What follows belongs to an exercise in optimizing a design on an open flow for a short achievable clock period and few clock cycles; a production flow would make more cautious choices. The RTL was checked by simulation tests, not by an equivalence proof against the original design. No activity file was given, so power comes from the tool's default toggle rates.

[flow/constraint.sdc]
create_clock -name core_clock -period 20.0 [get_ports {clk}]
set_input_delay 4.0000 -clock core_clock [delete_from_list [all_inputs] [get_ports {clk}]]
set_output_delay 4.0000 -clock core_clock [all_outputs]
set_load 0.01 [all_outputs]
[flow/standard.sh]
#!/bin/bash
# synth_recipe.tcl (not shown) runs the flow's synth.tcl, then flattens the netlist and writes it again
# the make line also repeats each setting of config.mk as NAME=value (left out here)
make -C /OpenROAD-flow-scripts/flow DESIGN_CONFIG=/design/flow/config.mk WORK_HOME=/design/flow/orfs CLKGATE_MAP_FILE= SYNTH_SCRIPT=/design/flow/synth_recipe.tcl "${@:-finish}"
[flow/config.mk]
export PLATFORM = sky130hd
export DESIGN_NAME = avion_cpu
export DESIGN_NICKNAME = avion_cpu
export VERILOG_FILES = /design/flow/design.v
export SDC_FILE = /design/flow/constraint.sdc
export NUM_CORES = 4
export LEC_CHECK = 0
export CAP_MARGIN = 20
export CORE_MARGIN = 2
export CORE_UTILIZATION = 35
export PLACE_DENSITY = 0.5
export SLEW_MARGIN = 20
[flow/flow/run.sh]
#!/bin/bash
set -euo pipefail
bash standard.sh ADDER_MAP_FILE= SETUP_SLACK_MARGIN=${MARGIN:-14.7} finish > standard_flow.log 2>&1
[flow/design.v]
module avion_cpu #(
    parameter ADDRESS_WIDTH = 6,
    parameter DATA_WIDTH = 10
)(
    input clk,
    input rst,
    output reg [DATA_WIDTH-1:0] MDRIn,
    output reg RAMWr,
    output reg [ADDRESS_WIDTH-1:0] MAR,
    input [DATA_WIDTH-1:0] MDROut,
    output reg [5:0] PC,
    output reg halted
);
localparam OP_LOD = 4'd0, OP_STO = 4'd1, OP_ADD = 4'd2, OP_SUB = 4'd3,
           OP_MUL = 4'd4, OP_DIV = 4'd5, OP_JMP = 4'd6, OP_JMZ = 4'd7,
           OP_NOP = 4'd8, OP_HLT = 4'd9;
function is_dop(input [3:0] o);    
    is_dop = (o == OP_LOD) | (o == OP_ADD) | (o == OP_SUB) | (o == OP_MUL) | (o == OP_DIV);
endfunction
function is_las(input [3:0] o);    
    is_las = (o == OP_LOD) | (o == OP_ADD) | (o == OP_SUB);
endfunction
reg [639:0] cd;          
reg [63:0] cv;           
reg [63:0] rq;           
reg [5:0] fpc;           
reg [5:0] fpc1, fpc2;    
reg [15:0] frow;         
reg [3:0]  fcol;         
reg [3:0]  fge;          
reg [9:0] acc;
reg       s2v;           
reg [5:0] a0, a1;        
reg       u0, u1;        
reg       cb;            
reg [1:0] ct0, ct1;      
reg       cwe;           
reg       cst;           
reg       csr;           
reg       csl;           
reg [5:0] csa;           
reg       cb1;           
reg [1:0] cjz;           
reg [5:0] a2;            
reg       u2;
reg [5:0] cja;           
reg       cmul, cdiv, chlt;
reg       cmd1;          
reg       clod0;         
reg       wv;            
reg [5:0] wa;            
reg [9:0] wd;            
reg       rdv;           
reg       rdk;           
reg       flv;           
reg       flk;
reg [5:0] fla;
reg       oqv0, oqv1;    
reg [5:0] oqa0, oqa1;
reg [5:0] pp;            
reg        mdb;          
reg [9:0]  opr;
reg        dnrm;         
reg        mmul;         
reg        mst;          
reg [5:0]  msa;          
reg [10:0] dr;           
reg [10:0] ds;           
reg [9:0]  dqq;          
reg [2:0]  dn;           
function [9:0] ks_add(input [9:0] a, input [9:0] b, input ci);
    reg [9:0] g, p, gg, pp_;
    integer d, b_;
    begin
        g = a & b; p = a ^ b;
        g[0] = g[0] | (p[0] & ci);
        gg = g; pp_ = p;
        for (d = 1; d < 10; d = d * 2)
            for (b_ = 9; b_ >= d; b_ = b_ - 1) begin
                gg[b_]  = gg[b_] | (pp_[b_] & gg[b_ - d]);
                pp_[b_] = pp_[b_] & pp_[b_ - d];
            end
        ks_add = p ^ {gg[8:0], ci};
    end
endfunction
function [11:0] ks_sub11(input [10:0] a, input [10:0] b);
    reg [10:0] g, p, gg, pp_, bn;
    integer d, b_;
    begin
        bn = ~b;
        g = a & bn; p = a ^ bn;
        g[0] = g[0] | p[0];
        gg = g; pp_ = p;
        for (d = 1; d < 11; d = d * 2)
            for (b_ = 10; b_ >= d; b_ = b_ - 1) begin
                gg[b_]  = gg[b_] | (pp_[b_] & gg[b_ - d]);
                pp_[b_] = pp_[b_] & pp_[b_ - d];
            end
        ks_sub11 = {gg[10], p ^ {gg[9:0], 1'b1}};
    end
endfunction
wire [5:0] fpc3  = fpc2 + 6'd1;
wire [15:0] frow1 = {frow[14:0], frow[15]};
reg  [39:0] bw;          
reg  [3:0]  bv;
integer b, r;
always @(*) begin
    bw = 40'd0; bv = 4'd0;
    for (b = 0; b < 4; b = b + 1)
        for (r = 0; r < 16; r = r + 1) begin
            bw[10*b +: 10] = bw[10*b +: 10] |
                (cd[10*(4*r + b) +: 10] & {10{fge[b] ? frow[r] : frow1[r]}});
            bv[b] = bv[b] | (cv[4*r + b] & (fge[b] ? frow[r] : frow1[r]));
        end
end
wire [39:0] bwr  = ({40{fcol[0]}} & bw) | ({40{fcol[1]}} & {bw[9:0], bw[39:10]}) |
                   ({40{fcol[2]}} & {bw[19:0], bw[39:20]}) | ({40{fcol[3]}} & {bw[29:0], bw[39:30]});
wire [3:0]  bvr  = ({4{fcol[0]}} & bv) | ({4{fcol[1]}} & {bv[0], bv[3:1]}) |
                   ({4{fcol[2]}} & {bv[1:0], bv[3:2]}) | ({4{fcol[3]}} & {bv[2:0], bv[3]});
wire [9:0] w0    = bwr[9:0];
wire [9:0] w1    = bwr[19:10];
wire [9:0] w2    = bwr[29:20];
wire [9:0] w3    = bwr[39:30];
wire       cf0   = bvr[0];
wire       cf1   = bvr[1];
wire       cf2   = bvr[2];
wire       cf3   = bvr[3];
wire [9:0] e0r   = cd[10*a0 +: 10];
wire [9:0] e1r   = cd[10*a1 +: 10];
wire [9:0] e2r   = cd[10*a2 +: 10];
wire       cva0  = cv[a0];
wire       cva1  = cv[a1];
wire       cva2  = cv[a2];
function [3:0] dec2(input [1:0] x);
    dec2 = 4'd1 << x;
endfunction
function [3:0] gem(input [1:0] x);       
    gem = 4'b1111 << x;
endfunction
function [15:0] dec4(input [3:0] x);
    begin
        dec4 = 16'd0;
        dec4[x] = 1'b1;
    end
endfunction
wire       run = s2v & ~halted;
wire       pb0 = wv & (wa == a0);
wire       pb1 = wv & (wa == a1);
wire [9:0] e0  = pb0 ? wd : e0r;
wire [9:0] e1  = cb1 ? acc : pb1 ? wd : e1r;
wire       m0  = run & u0 & ~cva0;
wire       m1  = run & u1 & ~cva1;
wire       pb2 = wv & (wa == a2);
wire [9:0] e2  = pb2 ? wd : e2r;
wire       z2  = (e2 == 10'd0);
wire       m2  = run & u2 & ~cva2;
wire       s2_miss = m0 | m1 | m2;
wire [9:0] t0  = ct0[0] ? e0 : ct0[1] ? ~e0 : 10'd0;
wire [9:0] t1  = ct1[0] ? e1 : ct1[1] ? ~e1 : 10'd0;
wire [9:0] xb  = cb ? acc : 10'd0;
wire [9:0] cs  = xb ^ t0 ^ t1;
wire [9:0] cc  = {(xb[8:0] & t0[8:0]) | (xb[8:0] & t1[8:0]) | (t0[8:0] & t1[8:0]), ct0[1]};
wire [9:0] sum = ks_add(cs, cc, ct1[1]);
wire [9:0] mo  = cmd1 ? e1 : e0;                      
wire [9:0] mb  = (cmd1 & clod0) ? e0 : acc;           
wire       dz  = (mo == 10'd0);
wire [11:0] cg1 = ks_sub11({1'b0, mb}, {1'b0, mo});
wire [11:0] cg2 = ks_sub11({1'b0, mb}, {mo, 1'b0});
wire       ge1 = cg1[11];
wire       ge2 = cg2[11];
wire       dfast = dz | ~ge2;
function [3:0] msb10(input [9:0] x);
    integer b;
    begin
        msb10 = 4'd0;
        for (b = 1; b < 10; b = b + 1) if (x[b]) msb10 = b[3:0];
    end
endfunction
wire [3:0] kd  = msb10(dr[9:0]) - msb10(opr);             
wire [2:0] kc  = kd[3:1];                                 
wire [3:0] ksh = {kc, 1'b1};                              
reg [10:0] x1, x2, y1;
reg [11:0] sb1, sb2;
reg [9:0]  q3;
always @(*) begin
    q3 = {dqq[7:0], 2'b00};
    sb1 = ks_sub11(dr, ds);
    q3[1] = sb1[11];
    x1 = sb1[11] ? sb1[10:0] : dr;
    y1 = {1'b0, ds[10:1]};
    sb2 = ks_sub11(x1, y1);
    q3[0] = sb2[11];
    x2 = sb2[11] ? sb2[10:0] : x1;
end
wire s2_busy  = s2_miss | mdb;
wire s2_go    = run & ~s2_busy;
wire md_start = s2_go & (cmul | (cdiv & ~dfast));
wire md_done  = mdb & (mmul | (~dnrm & (dn == 3'd0)));
wire sto_g    = s2_go & cst & ~csl;
wire sto_l    = md_done & mst;
wire sto_ex   = sto_g | sto_l;
wire [5:0] sta = sto_l ? msa : csa;
wire [9:0] prod = acc * opr;
wire [9:0] stv = sto_l ? prod : csr ? sum : acc;
wire jmz_tk = s2_go & ((cjz == 2'b11) ? z2 : cjz[0] ? (acc == 10'd0) : cjz[1] ? (e0 == 10'd0) : 1'b0);
wire hlt2   = run & chlt & ~mdb;
wire       lsp   = (run & cst & csl) | (mdb & mst);
wire [5:0] lsa   = mdb ? msa : csa;
wire       k0    = (sto_ex & (sta == fpc)) | (lsp & (lsa == fpc))  | (wv & (wa == fpc));
wire       k1    = (sto_ex & (sta == fpc1)) | (lsp & (lsa == fpc1)) | (wv & (wa == fpc1));
wire       k2    = (sto_ex & (sta == fpc2)) | (lsp & (lsa == fpc2)) | (wv & (wa == fpc2));
wire       k3    = (sto_ex & (sta == fpc3)) | (lsp & (lsa == fpc3)) | (wv & (wa == fpc3));
wire       h0    = ~k0 & cf0;
wire       h1    = ~k1 & cf1;
wire       h2    = ~k2 & cf2;
wire       h3    = ~k3 & cf3;
wire [3:0] f0    = w0[9:6];
wire [3:0] f1    = w1[9:6];
wire [3:0] f2    = w2[9:6];
wire [3:0] f3    = w3[9:6];
wire       j0    = (f0 == OP_JMP);
wire       st0   = (f0 == OP_STO);
wire       st1   = (f1 == OP_STO);
wire       n0    = (f0 == OP_NOP);
wire       hit1  = st0 & (w0[5:0] == fpc1);            
wire       pchain = (is_las(f0) | st0 | n0) & is_las(f1);
wire       pstore = (is_las(f0) | n0) & st1;
wire       pjmz   = ((f0 == OP_LOD) | st0) & (f1 == OP_JMZ);
wire       pnop   = (f1 == OP_NOP) & ~j0 & (f0 != OP_JMZ) & (f0 != OP_HLT);
wire       pmul   = (is_las(f0) | st0 | n0) & (f1 == OP_MUL);
wire       pdiv   = ((f0 == OP_LOD) | st0 | n0) & (f1 == OP_DIV);
wire       pmst   = (f0 == OP_MUL) & st1;
wire       pair  = h1 & ~hit1 & (pchain | pstore | pjmz | pnop | pmul | pdiv | pmst);
wire       triple = pair & pchain & ~st0 & h2 & (f2 == OP_STO);
wire       quad  = h1 & h2 & h3 & (f0 == OP_LOD) & (f1 == OP_JMZ) & (f2 == OP_LOD) & is_las(f3);
wire [5:0] fpc4  = fpc2 + 6'd2;
wire       fold1 = ~pair & h1 & (f1 == OP_JMP) & (f0 != OP_HLT) & ~hit1;
wire       fold2 = pair & ~triple & h2 & (f2 == OP_JMP) & ~(st0 & (w0[5:0] == fpc2)) &
                   ~(st1 & (w1[5:0] == fpc2));
wire       fold3 = triple & h3 & (f3 == OP_JMP) & (w2[5:0] != fpc3);
wire       hlt1  = h0 & (f0 == OP_HLT) & ~(run & (cst | (cjz != 2'd0))) & ~mdb;
wire       halt_now = ~halted & (hlt2 | hlt1);
reg        nu0, nu1, ncb, ncwe, ncst, ncsr, ncsl, ncb1;
reg  [1:0] nct0, nct1, ncjz;
reg  [5:0] ncsa, ncja;
always @(*) begin
    nu0 = is_dop(f0); nu1 = 1'b0;
    ncb = (f0 != OP_LOD); nct0 = (f0 == OP_ADD) ? 2'b01 : (f0 == OP_SUB) ? 2'b10 :
                                 (f0 == OP_LOD) ? 2'b01 : 2'b00;
    nct1 = 2'b00; ncwe = is_las(f0);
    ncst = st0; ncsr = 1'b0; ncsl = 1'b0; ncsa = w0[5:0]; ncb1 = 1'b0;
    ncjz = (f0 == OP_JMZ) ? 2'b01 : 2'b00; ncja = w0[5:0];
    if (pair) begin
        if ((f1 == OP_MUL) | (f1 == OP_DIV)) begin
            ncb1 = st0 & (w1[5:0] == w0[5:0]);
            nu1 = ~ncb1;
        end
        if (is_las(f1)) begin
            ncwe = 1'b1;
            ncb1 = st0 & (w1[5:0] == w0[5:0]);
            nu1 = ~ncb1;
            if (f1 == OP_LOD) begin ncb = 1'b0; nct0 = 2'b00; nct1 = 2'b01; end
            else nct1 = (f1 == OP_ADD) ? 2'b01 : 2'b10;
        end
        if (st1) begin ncst = 1'b1; ncsr = 1'b1; ncsl = (f0 == OP_MUL); ncsa = w1[5:0]; end
        if (f1 == OP_JMZ) begin ncjz = st0 ? 2'b01 : 2'b10; ncja = w1[5:0]; end
        if (triple) begin ncst = 1'b1; ncsr = 1'b1; ncsa = w2[5:0]; end
    end
    if (quad) begin
        nu0 = 1'b1; nu1 = 1'b1; ncb1 = 1'b0; ncwe = 1'b1; ncst = 1'b0;
        ncb = 1'b0; nct0 = 2'b01;
        if (f3 == OP_LOD) begin nct0 = 2'b00; nct1 = 2'b01; end
        else nct1 = (f3 == OP_ADD) ? 2'b01 : 2'b10;
        ncjz = 2'b11; ncja = w1[5:0];
    end
end
wire [63:0] need = ~(cv | rq);
wire        d2   = m2 ? ~rq[a2] : m0 ? ~rq[a0] : (m1 & ~rq[a1]);
wire [5:0]  d2a  = m2 ? a2 : m0 ? a0 : a1;
wire        d1   = ~halted & ~h0 & ~k0 & ~cf0 & ~rq[fpc];
wire        o1   = oqv0 & need[oqa0];
wire        p1   = need[pp];
wire [5:0]  pp1  = pp + 6'd1;
wire        p2   = need[pp1];
wire        push = flv & flk & is_dop(MDROut[9:6]);
wire        pop  = oqv0 & ~(d2 | d1 | sto_ex);    
integer j;
always @(posedge clk) begin
    for (j = 0; j < 64; j = j + 1) begin
        if (wv && wa == j) cd[10*j +: 10] <= wd;
        if (flv && !cv[fla] && fla == j) cd[10*j +: 10] <= MDROut;
    end
end
always @(posedge clk) begin
    MDRIn  <= stv;
    PC     <= halt_now ? (hlt2 ? fpc : fpc1) : fpc;    
    halted <= ~rst & (halted | halt_now);
    wv <= sto_ex;
    if (sto_ex) begin wa <= sta; wd <= stv; end
end
reg rsd;                 
always @(posedge clk) rsd <= rst;
always @(posedge clk) begin
    if (rst) begin
        cv <= 64'd0;
        fpc <= 6'd0; fpc1 <= 6'd1; fpc2 <= 6'd2; frow <= 16'd1; fcol <= 4'd1; fge <= 4'b1111; s2v <= 1'b0; acc <= 10'd0;
        a0 <= 6'd0; a1 <= 6'd0; u0 <= 1'b0; u1 <= 1'b0; cb <= 1'b0; ct0 <= 2'd0; ct1 <= 2'd0;
        cwe <= 1'b0; cst <= 1'b0; csr <= 1'b0; csl <= 1'b0; csa <= 6'd0; cb1 <= 1'b0; cjz <= 2'd0; cja <= 6'd0; a2 <= 6'd0; u2 <= 1'b0;
        cmul <= 1'b0; cdiv <= 1'b0; chlt <= 1'b0; cmd1 <= 1'b0; clod0 <= 1'b0;
        RAMWr <= 1'b0;
        rdv <= 1'b1; rdk <= 1'b1; fla <= 6'd0; flk <= 1'b1;
        oqv0 <= 1'b0; oqv1 <= 1'b0; oqa0 <= 6'd0; oqa1 <= 6'd0;
        if (MAR == 6'd0 && !rsd) begin
            flv <= 1'b1; MAR <= 6'd1; rq <= 64'd3; pp <= 6'd2;
        end else begin
            flv <= (MAR == 6'd0); MAR <= 6'd0; rq <= 64'd1; pp <= 6'd1;
        end
        mdb <= 1'b0; mmul <= 1'b0; mst <= 1'b0; msa <= 6'd0; opr <= 10'd0; dnrm <= 1'b0; dr <= 11'd0; ds <= 11'd0; dqq <= 10'd0; dn <= 3'd0;
    end else begin
        flv <= rdv; fla <= MAR; flk <= rdk;
        if (flv && !cv[fla]) cv[fla] <= 1'b1;
        if (pop) begin
            if (push && oqv1) begin oqa0 <= oqa1; oqa1 <= MDROut[5:0]; end
            else if (push) begin oqa0 <= MDROut[5:0]; oqv1 <= 1'b0; end
            else begin oqv0 <= oqv1; oqa0 <= oqa1; oqv1 <= 1'b0; end
        end else if (push) begin
            if (!oqv0) begin oqv0 <= 1'b1; oqa0 <= MDROut[5:0]; end
            else begin oqv1 <= 1'b1; oqa1 <= MDROut[5:0]; end
        end
        RAMWr <= 1'b0; rdv <= 1'b0; rdk <= 1'b0;
        if (sto_ex) begin
            cv[sta] <= 1'b1; rq[sta] <= 1'b1;
            MAR <= sta; RAMWr <= 1'b1;
        end else if (d2) begin
            MAR <= d2a; rdv <= 1'b1; rq[d2a] <= 1'b1;
        end else if (d1) begin
            MAR <= fpc; rdv <= 1'b1; rdk <= 1'b1; rq[fpc] <= 1'b1; pp <= fpc1;
        end else if (o1) begin
            MAR <= oqa0; rdv <= 1'b1; rq[oqa0] <= 1'b1;
        end else if (p1) begin
            MAR <= pp; rdv <= 1'b1; rdk <= 1'b1; rq[pp] <= 1'b1; pp <= pp1;
        end else if (p2) begin
            MAR <= pp1; rdv <= 1'b1; rdk <= 1'b1; rq[pp1] <= 1'b1; pp <= pp + 6'd2;
        end else begin
            MAR <= 6'd0; pp <= pp + 6'd2;
        end
        if (halted || halt_now) begin MAR <= 6'd0; rdv <= 1'b0; end
        if (md_done) begin
            acc <= mmul ? prod : q3;
        end else if (s2_go) begin
            if (cdiv && dfast) acc <= {9'd0, ge1 & ~dz};
            else if (cwe)      acc <= ((cjz == 2'b11) && z2) ? 10'd0 : sum;
        end
        if (md_start) begin
            mdb <= 1'b1; opr <= mo; dr <= {1'b0, mb}; dnrm <= 1'b1;
            mmul <= cmul; mst <= cst & csl; msa <= csa;
        end else if (md_done) begin
            mdb <= 1'b0;
        end else if (mdb && dnrm) begin
            dnrm <= 1'b0; ds <= {1'b0, opr} << ksh; dqq <= 10'd0; dn <= kc;
        end else if (mdb) begin
            dr <= x2; ds <= {2'b00, ds[10:2]}; dqq <= q3; dn <= dn - 3'd1;
        end
        if (!s2_busy && !halted) begin
            if (jmz_tk) begin
                fpc <= cja; fpc1 <= cja + 6'd1; fpc2 <= cja + 6'd2; frow <= dec4(cja[5:2]); fcol <= dec2(cja[1:0]); fge <= gem(cja[1:0]);
                s2v <= 1'b0;
            end else if (h0 && !hlt2 && !j0) begin
                fpc  <= quad ? fpc4 : fold1 ? w1[5:0] : fold2 ? w2[5:0] : fold3 ? w3[5:0] :
                        triple ? fpc3 : pair ? fpc2 : fpc1;
                fpc1 <= quad ? fpc2 + 6'd3 : fold1 ? w1[5:0] + 6'd1 : fold2 ? w2[5:0] + 6'd1 :
                        fold3 ? w3[5:0] + 6'd1 : triple ? fpc2 + 6'd2 : pair ? fpc2 + 6'd1 : fpc2;
                fpc2 <= quad ? fpc2 + 6'd4 : fold1 ? w1[5:0] + 6'd2 : fold2 ? w2[5:0] + 6'd2 :
                        fold3 ? w3[5:0] + 6'd2 : triple ? fpc2 + 6'd3 : pair ? fpc2 + 6'd2 : fpc2 + 6'd1;
                frow <= quad ? dec4(fpc4[5:2]) : fold1 ? dec4(w1[5:2]) : fold2 ? dec4(w2[5:2]) :
                        fold3 ? dec4(w3[5:2]) : triple ? dec4(fpc3[5:2]) : pair ? dec4(fpc2[5:2]) :
                        dec4(fpc1[5:2]);
                fcol <= quad ? dec2(fpc4[1:0]) : fold1 ? dec2(w1[1:0]) : fold2 ? dec2(w2[1:0]) :
                        fold3 ? dec2(w3[1:0]) : triple ? dec2(fpc3[1:0]) : pair ? dec2(fpc2[1:0]) :
                        dec2(fpc1[1:0]);
                fge  <= quad ? gem(fpc4[1:0]) : fold1 ? gem(w1[1:0]) : fold2 ? gem(w2[1:0]) :
                        fold3 ? gem(w3[1:0]) : triple ? gem(fpc3[1:0]) : pair ? gem(fpc2[1:0]) :
                        gem(fpc1[1:0]);
                s2v <= 1'b1;
                a0 <= quad ? w2[5:0] : w0[5:0]; a1 <= quad ? w3[5:0] : w1[5:0]; u0 <= nu0; u1 <= nu1;
                a2 <= w0[5:0]; u2 <= quad;
                cb <= ncb; ct0 <= nct0; ct1 <= nct1; cwe <= ncwe;
                cst <= ncst; csr <= ncsr; csl <= ncsl; csa <= ncsa; cb1 <= ncb1; cjz <= ncjz; cja <= ncja;
                cmul <= (f0 == OP_MUL) | (pair & ~quad & (f1 == OP_MUL));
                cdiv <= (f0 == OP_DIV) | (pair & (f1 == OP_DIV));
                cmd1 <= pair & ((f1 == OP_MUL) | (f1 == OP_DIV));
                clod0 <= (f0 == OP_LOD);
                chlt <= (f0 == OP_HLT);
            end else if (h0 && !hlt2 && j0) begin
                fpc <= w0[5:0]; fpc1 <= w0[5:0] + 6'd1; fpc2 <= w0[5:0] + 6'd2; frow <= dec4(w0[5:2]); fcol <= dec2(w0[1:0]); fge <= gem(w0[1:0]);
                s2v <= 1'b0;
            end else begin
                s2v <= 1'b0;
            end
        end
        if (halt_now && !hlt2) fpc <= fpc1;               
    end
end
endmodule
==> run_results.csv, run 1 <==
group,metric,value,unit
status,outcome,"complete, no violations",
yosys,synth_top_family_by_area,"multiplexers",
routing,ant_nets,0,
yosys,muxShareOfSynthArea,29.3,%
die,die_area,241000,sq um
die,die_w,491,um
global_route,track_usage,53.8,%
yosys,synth_compound_area_share,16.5,%
yosys,ys_warn_count,1,
die,placeableCoreArea,235000,sq um
sta,final.period_utilization,28.7,%
global_route,antenna_found_initial,148,
final_layout,fillers,22400,
sta,fin_crit,5.74,ns
sta,maxSlewHeadroom,8.04,%
yosys,ys_seq_area_share,32.8,%
cts,clock_sinks,994,
routing,routed-via-count,92400,
sta,tightestPinTransition,1.38,ns
placement,io_buffers,35,
worst_setup_path,worstSetupEndpointType,"flop",
global_route,grt_max_degree,98,
hold_path,hold_path_class,"reg2reg",
placement,hpwl,465000,um
cts,cts-root-buf,"clkbuf_16",
routing,detail_route.wl_per_cell,57.6,um
cts,clock_latency,0.90,ns
worst_setup_path,cp_slowest_cell,"mux4_2",
routing,viasPerCell,7.89,
yosys,synth_ff_type,"edfxtp_1",
global_route,grt-ovfl-total,0,
placement,placed_cells,10800,
yosys,yosysUniqueCellTypes,119,
pwr,irDropWorstVdd,0.000193,V
final_layout,fin_cells,11700,
cts,cts_buffer_depth,3,
die,start_util,35.2,%
sta,final_hold_viol_count,0,
final_layout,fin_nets,8327,
worst_setup_path,crit_arrival,6.32,ns
sta,grt_setup_unrepaired,"yes",
worst_setup_path,cp_max_fo,14,
sta,fin_setup_tns,0,ns
yosys,synth-edff-count,726,
die,top_level_ports,36,
yosys,synth_fp_nets,8066,
yosys,ys_ff_latch,994,
routing,drtPass1Iterations,9,
worst_setup_path,max_stage_delay,0.81,ns
worst_setup_path,path_cells,"buf_12 -> buf_12 -> bufbuf_16 -> mux4_2 -> mux4_2 -> a211oi_4 -> o31ai_4 -> o21ai_0 -> xnor3_1 -> a2111oi_2 -> o211a_1 -> a31oi_2 -> nand3_4 -> buf_6 -> a21oi_4 -> mux2i_1 -> a211oi_2 -> a21o_1 -> o21ai_2",
placement,place_congestion,1.15,
worst_setup_path,worstSetupStartpointType,"flop",
global_route,grt_pass1_vias,80800,
yosys,avgSynthCellArea,10.3,sq um
die,num_rows,178,
worst_setup_path,cp.required,20.58,ns
worst_setup_path,path_class,"reg2reg",
cts,tritoncts,"yes",
cts,clkSlewWorstSetupHoldPaths,0.06,ns
pwr,p_leak,32.7,nW
routing,drt-total-wl,674000,um
sta,max_freq,174,MHz
final_layout,area_growth,23.2,%
pwr,total_power,17.7,mW
cts,htreeDepth,4,
pwr,power_density,173,nW/um^2
sta,fin_worst_skew,0.0533,ns
sta,setup_viol,0,
yosys,synthSimpleGateAreaFrac,12.3,%
yosys,synthAdderAreaFrac,0.498,%
cts,cts_buffers,132,
global_route,grt_pass1_wl,856000,um
routing,drc,0,
run,drv_cap,0,
yosys,syn-cell-area,82900,sq um
yosys,async_reset_ff_share,0,%
yosys,postSynthCellCount,8054,
final_layout,drive_gt1_share,38.2,%
yosys,synth_xor_area_share,3.79,%
die,die_height,491,um
routing,first_iter_violations,16900,
cts,postCtsHoldBufs,0,
sta,report.final.slew_viol_count,0,
-- routing by layer --
metal	share of wire, %	wire [um]	up-vias	GRT usage (%)
li1	-	-	32600	-
met1	34	227000	46700	60.2
met2	40	269000	9782	73.8
met3	15	97900	3258	26.7
met4	12	79900	40	50.3
met5	0.15	995	-	1.92
-- cell type report --
type	instances	area, sq um	area share (%)
timing repair buffer	958	10500	10.3
clock inverter	67	860	0.841
antenna	137	343	0.335
inverter	96	438	0.428
clock buffer	177	3590	3.51
multi-input combinational	6130	55200	54.0
sequential	994	27300	26.7
tap	3150	3940	3.86
timing repair inverter	3	23.8	0.0233
-- power breakdown --
part / total, mW / internal, mW / switching [mW]
clock: 2.51 / 1.40 / 1.12
combinational: 12.3 / 4.51 / 7.80
sequential: 2.88 / 2.41 / 0.477
-- state kept, by name, indices dropped and copies added (netlist names), 11 cells and up --
| signal | count |
|---|---|
| cd | 640 |
| cv | 64 |
| rq | 64 |
| frow | 16 |
| dr | 11 |
| ds | 11 |
-- cell families (layout without fill, tap and decap cells) --
kind of cell    count (synthesis)  in the layout
simple gates                 2114           2122
compound gates               2008           2009
mux                          1602           1602
flops                         994            994
buf+inv                       939           1301
xor+xnor                      356            356
fa+ha+maj                      41             41
other cells                     0            137
-- worst paths after layout --
check	start	to	slack [ns]	cells past startpoint
max	a0[0]	wd[9]	14.26	19
min	rdk	flk	0.43	1
max reg2reg	a0[0]	wd[9]	14.26	19
min reg2reg	rdk	flk	0.43	1
-- repair_timing --
action | in CTS | in global routing
endpoints found under the setup margin | 768 | 517
pin swaps | 172 | 152
cloned | 49 | 22
setup buffers | 317 | 164
resized for setup | 776 | 279
-- cells in the final DEF (no fill, tap or decap), types with 33 or more instances in the layout --
cell,n
clkbuf_16,152
a22oi_2,34
diode_2,137
a22oi_1,221
a22o_1,95
o21ai_1,56
a21oi_1,283
nor3_1,134
mux2_2,825
nand2b_1,49
nor2b_1,66
xnor2_1,234
clkbuf_1,33
edfxtp_1,726
a211oi_1,68
and3_1,63
nor2_1,501
a221oi_1,124
o22ai_1,155
mux4_2,572
a21oi_2,39
nand4_1,96
xor2_1,106
o211ai_1,62
dfxtp_2,38
o21ai_2,40
buf_4,657
mux2i_1,146
a31oi_1,49
inv_1,70
dfxtp_1,211
buf_12,92
o31ai_1,37
nor4_1,127
buf_16,44
and2_1,33
nand3_1,142
nand2_1,583
buf_6,91
o21ai_0,336
-- cells in the mapped netlist, types with 33 or more instances --
library cell  instances  area share, %
a211oi_1             86           0.78
a21oi_1             328            2.0
a221oi_1            157            1.7
a22o_1               96            1.0
a22oi_1             254            2.3
a31oi_1              57           0.43
and2_1               42           0.32
and3_1               68           0.51
buf_1                75           0.34
buf_2                98           0.59
buf_4                38           0.34
clkbuf_1            606            2.7
dfxtp_1             268            6.5
edfxtp_1            726             26
inv_1                81           0.37
maj3_1               39           0.47
mux2_2              849             12
mux2i_1             176            2.1
mux4_2              572             16
nand2_1             606            2.7
nand2b_1             52           0.39
nand3_1             152           0.92
nand4_1              96           0.72
nor2_1              551            2.5
nor2b_1              75           0.57
nor3_1              161           0.97
nor4_1              138            1.0
o211ai_1             62           0.56
o21ai_0             391            2.4
o21ai_1              46           0.28
o221ai_1             33           0.35
o22ai_1             179            1.4
o31ai_1              48           0.43
xnor2_1             246            2.6
xor2_1              108            1.1
-- metrics by stage --
stage	area, sq um	hold slack (ns)	setup WS (ns)	util (%)
after floorplan	83000	0.389	14.66	-
final	102000	0.428	14.26	43.4
after global placement	86800	0.407	12.04	36.9
after CTS	98500	0.425	14.48	41.9
after global routing	102000	0.438	14.22	43.3
after detailed placement	86800	0.398	11.95	36.9
-- critical path: cells and delay by family (launching register included) --
kind | cells | cell delay, ns
AOI/OAI and AO/OA | 10 | 2.42
and+or+nand+nor | 1 | 0.12
xor gates and xnor gates | 1 | 0.38
DFF | 1 | 0.40
buffers and inverters | 4 | 0.75
muxes | 3 | 1.34
Testbench counts, summed over its fixed seeds: cycles 20,200.
==> run 2, diff against run 1 <==
--- a/flow/design.v
+++ b/flow/design.v
@@ -128,9 +128,7 @@
 wire [9:0] e0r   = cd[10*a0 +: 10];
 wire [9:0] e1r   = cd[10*a1 +: 10];
 wire [9:0] e2r   = cd[10*a2 +: 10];
-wire       cva0  = cv[a0];
-wire       cva1  = cv[a1];
-wire       cva2  = cv[a2];
+reg        mr0, mr1, mr2;
 function [3:0] dec2(input [1:0] x);
     dec2 = 4'd1 << x;
 endfunction
@@ -148,12 +146,12 @@
 wire       pb1 = wv & (wa == a1);
 wire [9:0] e0  = pb0 ? wd : e0r;
 wire [9:0] e1  = cb1 ? acc : pb1 ? wd : e1r;
-wire       m0  = run & u0 & ~cva0;
-wire       m1  = run & u1 & ~cva1;
+wire       m0  = run & mr0;
+wire       m1  = run & mr1;
 wire       pb2 = wv & (wa == a2);
 wire [9:0] e2  = pb2 ? wd : e2r;
 wire       z2  = (e2 == 10'd0);
-wire       m2  = run & u2 & ~cva2;
+wire       m2  = run & mr2;
 wire       s2_miss = m0 | m1 | m2;
 wire [9:0] t0  = ct0[0] ? e0 : ct0[1] ? ~e0 : 10'd0;
 wire [9:0] t1  = ct1[0] ? e1 : ct1[1] ? ~e1 : 10'd0;
@@ -240,6 +238,12 @@
 wire       fold3 = triple & h3 & (f3 == OP_JMP) & (w2[5:0] != fpc3);
 wire       hlt1  = h0 & (f0 == OP_HLT) & ~(run & (cst | (cjz != 2'd0))) & ~mdb;
 wire       halt_now = ~halted & (hlt2 | hlt1);
+wire [5:0] na0 = quad ? w2[5:0] : w0[5:0];
+wire [5:0] na1 = quad ? w3[5:0] : w1[5:0];
+wire [5:0] na2 = w0[5:0];
+wire       nh0 = cv[na0] | (flv & (fla == na0)) | (sto_ex & (sta == na0));
+wire       nh1 = cv[na1] | (flv & (fla == na1)) | (sto_ex & (sta == na1));
+wire       nh2 = cv[na2] | (flv & (fla == na2)) | (sto_ex & (sta == na2));
 reg        nu0, nu1, ncb, ncwe, ncst, ncsr, ncsl, ncb1;
 reg  [1:0] nct0, nct1, ncjz;
 reg  [5:0] ncsa, ncja;
@@ -306,6 +310,7 @@
         fpc <= 6'd0; fpc1 <= 6'd1; fpc2 <= 6'd2; frow <= 16'd1; fcol <= 4'd1; fge <= 4'b1111; s2v <= 1'b0; acc <= 10'd0;
         a0 <= 6'd0; a1 <= 6'd0; u0 <= 1'b0; u1 <= 1'b0; cb <= 1'b0; ct0 <= 2'd0; ct1 <= 2'd0;
         cwe <= 1'b0; cst <= 1'b0; csr <= 1'b0; csl <= 1'b0; csa <= 6'd0; cb1 <= 1'b0; cjz <= 2'd0; cja <= 6'd0; a2 <= 6'd0; u2 <= 1'b0;
+        mr0 <= 1'b0; mr1 <= 1'b0; mr2 <= 1'b0;
         cmul <= 1'b0; cdiv <= 1'b0; chlt <= 1'b0; cmd1 <= 1'b0; clod0 <= 1'b0;
         RAMWr <= 1'b0;
         rdv <= 1'b1; rdk <= 1'b1; fla <= 6'd0; flk <= 1'b1;
@@ -361,6 +366,9 @@
         end else if (mdb) begin
             dr <= x2; ds <= {2'b00, ds[10:2]}; dqq <= q3; dn <= dn - 3'd1;
         end
+        if ((flv && fla == a0) || (sto_ex && sta == a0)) mr0 <= 1'b0;
+        if ((flv && fla == a1) || (sto_ex && sta == a1)) mr1 <= 1'b0;
+        if ((flv && fla == a2) || (sto_ex && sta == a2)) mr2 <= 1'b0;
         if (!s2_busy && !halted) begin
             if (jmz_tk) begin
                 fpc <= cja; fpc1 <= cja + 6'd1; fpc2 <= cja + 6'd2; frow <= dec4(cja[5:2]); fcol <= dec2(cja[1:0]); fge <= gem(cja[1:0]);
@@ -382,8 +390,9 @@
                         fold3 ? gem(w3[1:0]) : triple ? gem(fpc3[1:0]) : pair ? gem(fpc2[1:0]) :
                         gem(fpc1[1:0]);
                 s2v <= 1'b1;
-                a0 <= quad ? w2[5:0] : w0[5:0]; a1 <= quad ? w3[5:0] : w1[5:0]; u0 <= nu0; u1 <= nu1;
-                a2 <= w0[5:0]; u2 <= quad;
+                a0 <= na0; a1 <= na1; u0 <= nu0; u1 <= nu1;
+                a2 <= na2; u2 <= quad;
+                mr0 <= nu0 & ~nh0; mr1 <= nu1 & ~nh1; mr2 <= quad & ~nh2;
                 cb <= ncb; ct0 <= nct0; ct1 <= nct1; cwe <= ncwe;
                 cst <= ncst; csr <= ncsr; csl <= ncsl; csa <= ncsa; cb1 <= ncb1; cjz <= ncjz; cja <= ncja;
                 cmul <= (f0 == OP_MUL) | (pair & ~quad & (f1 == OP_MUL));
--- a/flow/config.mk
+++ b/flow/config.mk
@@ -7,6 +7,6 @@
 export LEC_CHECK = 0
 export CAP_MARGIN = 20
 export CORE_MARGIN = 2
-export CORE_UTILIZATION = 35
-export PLACE_DENSITY = 0.5
+export CORE_UTILIZATION = 30
+export PLACE_DENSITY = 0.45
 export SLEW_MARGIN = 20
==> run_results.csv, run 2 <==
group,metric,value,unit
yosys,ys_seq_area_share,32.3,%
yosys,synth-edff-count,726,
placement,hpwl,527000,um
global_route,grt_pass1_wl,947000,um
final_layout,fin_nets,8860,
cts,htreeDepth,4,
pwr,power_density,160,nW/um^2
cts,cts_buffer_depth,4,
yosys,yosysTopAreaCellShare,25.9,%
final_layout,layout_common_cells,"761 x nand2_1, 728 x mux2_2, 726 x edfxtp_1",
routing,routed-via-count,95100,
die,start_util,30.1,%
die,die_height,534,um
routing,detail_route.wl_per_cell,58.3,um
die,die_area,285000,sq um
final_layout,final_common_cell,"nand2_1",
yosys,synth_largest_area_cell,"edfxtp_1",
die,top_level_ports,36,
worst_setup_path,crit_path_start,"a1[1]",
cts,clock_sinks,994,
die,num_rows,194,
yosys,synthSimpleGateAreaFrac,13.7,%
yosys,synthTopCellsByCount,"807 x nand2_1, 747 x mux2_2, 726 x edfxtp_1",
hold_path,hold_path_class,"reg2reg",
yosys,synth_compound_area_share,17.1,%
final_layout,reg.largest.list,"cd (640), cv (64), rq (64)",
yosys,ys_warn_count,1,
status,outcome,"complete, no violations",
hold_path,min_from,"rdk",
yosys,synth_ff_type,"edfxtp_1",
sta,grt_setup_unrepaired,"yes",
yosys,yosys-top-cells-area,"edfxtp_1 26%, mux4_2 14%, mux2_2 10%, dfxtp_1 6.4%, nand2_1 3.6%",
sta,final.period_utilization,30.9,%
pwr,irDropWorstVdd,0.000136,V
final_layout,largest_register_ffs,640,
cts,tritoncts,"yes",
yosys,async_reset_ff_share,0,%
global_route,grt_pass1_vias,85000,
pwr,p_leak,34.3,nW
routing,drc,0,
yosys,syn-cell-area,84200,sq um
placement,place_congestion,1.11,
yosys,synth_fp_nets,8589,
sta,max_freq,162,MHz
placement,io_buffers,35,
routing,drt-total-wl,751000,um
final_layout,area_growth,25.5,%
yosys,synth_xor_area_share,4.29,%
yosys,synth_top_family_by_area,"multiplexers",
sta,maxSlewHeadroom,12.8,%
global_route,antenna_found_initial,147,
cts,clkSlewWorstSetupHoldPaths,0.07,ns
worst_setup_path,crit_arrival,6.88,ns
cts,clock_latency,0.91,ns
final_layout,drive_gt1_share,35.5,%
final_layout,top_register,"cd",
final_layout,finish.utilization,37.8,%
cts,postCtsHoldBufs,0,
worst_setup_path,worstSetupEndpointType,"flop",
worst_setup_path,path_class,"reg2reg",
global_route,grt-ovfl-total,0,
die,placeableCoreArea,279000,sq um
yosys,ys_ff_latch,994,
yosys,muxShareOfSynthArea,27.2,%
run,drv_cap,0,
sta,fin_setup_tns,0,ns
sta,fin_worst_skew,0.108,ns
routing,ant_nets,0,
yosys,yosysUniqueCellTypes,112,
sta,tightestPinTransition,1.31,ns
die,die_w,534,um
yosys,synth_most_common_cell,"nand2_1",
global_route,grt_max_degree,77,
worst_setup_path,r2r_start,"a1[1]",
cts,cts_buffers,141,
final_layout,fillers,27700,
yosys,avgSynthCellArea,9.82,sq um
cts,cts-root-buf,"clkbuf_16",
sta,fin_crit,6.18,ns
routing,first_iter_violations,17300,
worst_setup_path,cp_max_fo,18,
yosys,postSynthCellCount,8577,
yosys,synthAdderAreaFrac,0.478,%
sta,report.final.slew_viol_count,0,
sta,setup_viol,0,
routing,viasPerCell,7.39,
routing,drtPass1Iterations,7,
global_route,track_usage,51.0,%
worst_setup_path,worstSetupStartpointType,"flop",
sta,final_hold_viol_count,0,
worst_setup_path,cp.required,20.70,ns
-- run 2: cells by family after synthesis --
logic type	after synthesis
AO/OA/AOI/OAI	2107
XOR/XNOR	412
adder cells (fa/ha/maj)	39
buffers and inverters	996
flip-flops	994
multiplexers	1560
AND/OR/NAND/NOR	2469
-- run 2: layer usage --
| metal | vias to the layer above | GRT usage [%] | routed length, um |
|---|---|---|---|
| met2 | 9341 | 72.2 | 308000 |
| met5 | - | 0.983 | 579 |
| met3 | 3020 | 21.6 | 95900 |
| li1 | 34300 | - | - |
| met4 | 42 | 47.7 | 85700 |
| met1 | 48400 | 57.6 | 261000 |
-- run 2: final timing paths --
| kind | cells past startpoint | slack (ns) | to |
|---|---|---|---|
| max reg2reg | 20 | 13.82 | dr[1] |
| max | 20 | 13.82 | dr[1] |
| min | 1 | 0.42 | flk |
| min reg2reg | 1 | 0.42 | flk |
-- run 2: where the power goes --
group          internal, mW  switching [mW]
combinational          4.06            7.26
sequential             2.38           0.424
clock                  1.58            1.17
-- run 2: area by class of cell --
type | instances | area, sq um | area share (%)
multi-input cells | 6599 | 56800 | 53.8
clock inverters | 70 | 833 | 0.789
inverters | 99 | 418 | 0.395
flip-flops and latches | 994 | 27300 | 25.8
repair buffers | 1013 | 11300 | 10.7
clock buffers | 181 | 3890 | 3.68
well taps | 3724 | 4660 | 4.41
diodes | 186 | 465 | 0.440
-- run 2: per-stage QoR --
| step | worst slack [ns] | instances | power [mW] | instance area (sq um) | hold WS, ns |
|---|---|---|---|---|---|
| 6_report | 13.82 | 12900 | 16.9 | 106000 | 0.417 |
| 5_1_grt | 13.93 | 12700 | 16.9 | 105000 | 0.439 |
| 4_1_cts | 14.04 | 12600 | 15.8 | 103000 | 0.419 |
| 3_5_place_dp | 11.77 | 11900 | 11.1 | 89600 | 0.399 |
| 3_3_place_gp | 11.79 | 11900 | 11.1 | 89400 | 0.402 |
| 2_1_floorplan | 13.02 | 8577 | 7.30 | 84300 | 0.389 |
-- run 2: worst max-delay path, cell delays in order, from the launching register on --
cell and delay [ns]:
dfxtp_4 0.61, buf_16 0.26, mux4_2 0.30, mux2i_4 0.14, mux4_2 0.63, nand2_1 0.13
o211ai_1 0.36, a2bb2oi_2 0.42, mux2i_1 0.15, or2_1 0.25, maj3_2 0.30, maj3_2 0.31
maj3_2 0.32, maj3_2 0.33, o311ai_4 0.35, nor2_2 0.09, o21a_2 0.25, buf_12 0.14
or3b_1 0.34, a31o_1 0.18, o41ai_1 0.05
-- run 2: timing repair --
item                                    in CTS  in global routing
gates resized for setup                    953                274
endpoints found under the setup margin     505                344
gates cloned                                63                  7
setup buffers                              381                 77
pin swaps                                  182                139
Testbench counts of run 2, summed over its fixed seeds: cycles 20,200.

## afterwards: timing with drivers on the ports
How much do the figures lean on ideal ports? The routed layouts below were timed once more, with nothing changed but the port constraints.
Step 1 (the two cells are an assumption about what drives the block):
set clk [get_ports {clk}]
set_driving_cell -lib_cell sky130_fd_sc_hd__clkbuf_16 $clk
set_driving_cell -lib_cell sky130_fd_sc_hd__buf_2 [delete_from_list [all_inputs] $clk]
Step 2 moves the port delays by t, midway between the first and last clock arrival at a register: inputs arrive t later, outputs are due t later. That takes back most of the time a late clock gives input paths.
Three values: ideal, step 1, step 2; two values: the first two.
| run | t (ns) | slack for setup (ns) | latest minus earliest clock arrival (ns) | worst register clock-pin slew, ns |
|---|---|---|---|---|
| run 1 | 0.972 | 14.261 / 14.261 / 13.740 | 0.059 / 0.059 | 0.07 / 0.07 |
| run 2 | 0.966 | 13.825 / 13.825 / 13.631 | 0.109 / 0.109 | 0.08 / 0.08 |
After both steps every run listed still meets setup and hold. For run 1, which loses most, drivers alone change the setup slack by 0.000 ns; drivers and shift together by -0.521 ns.
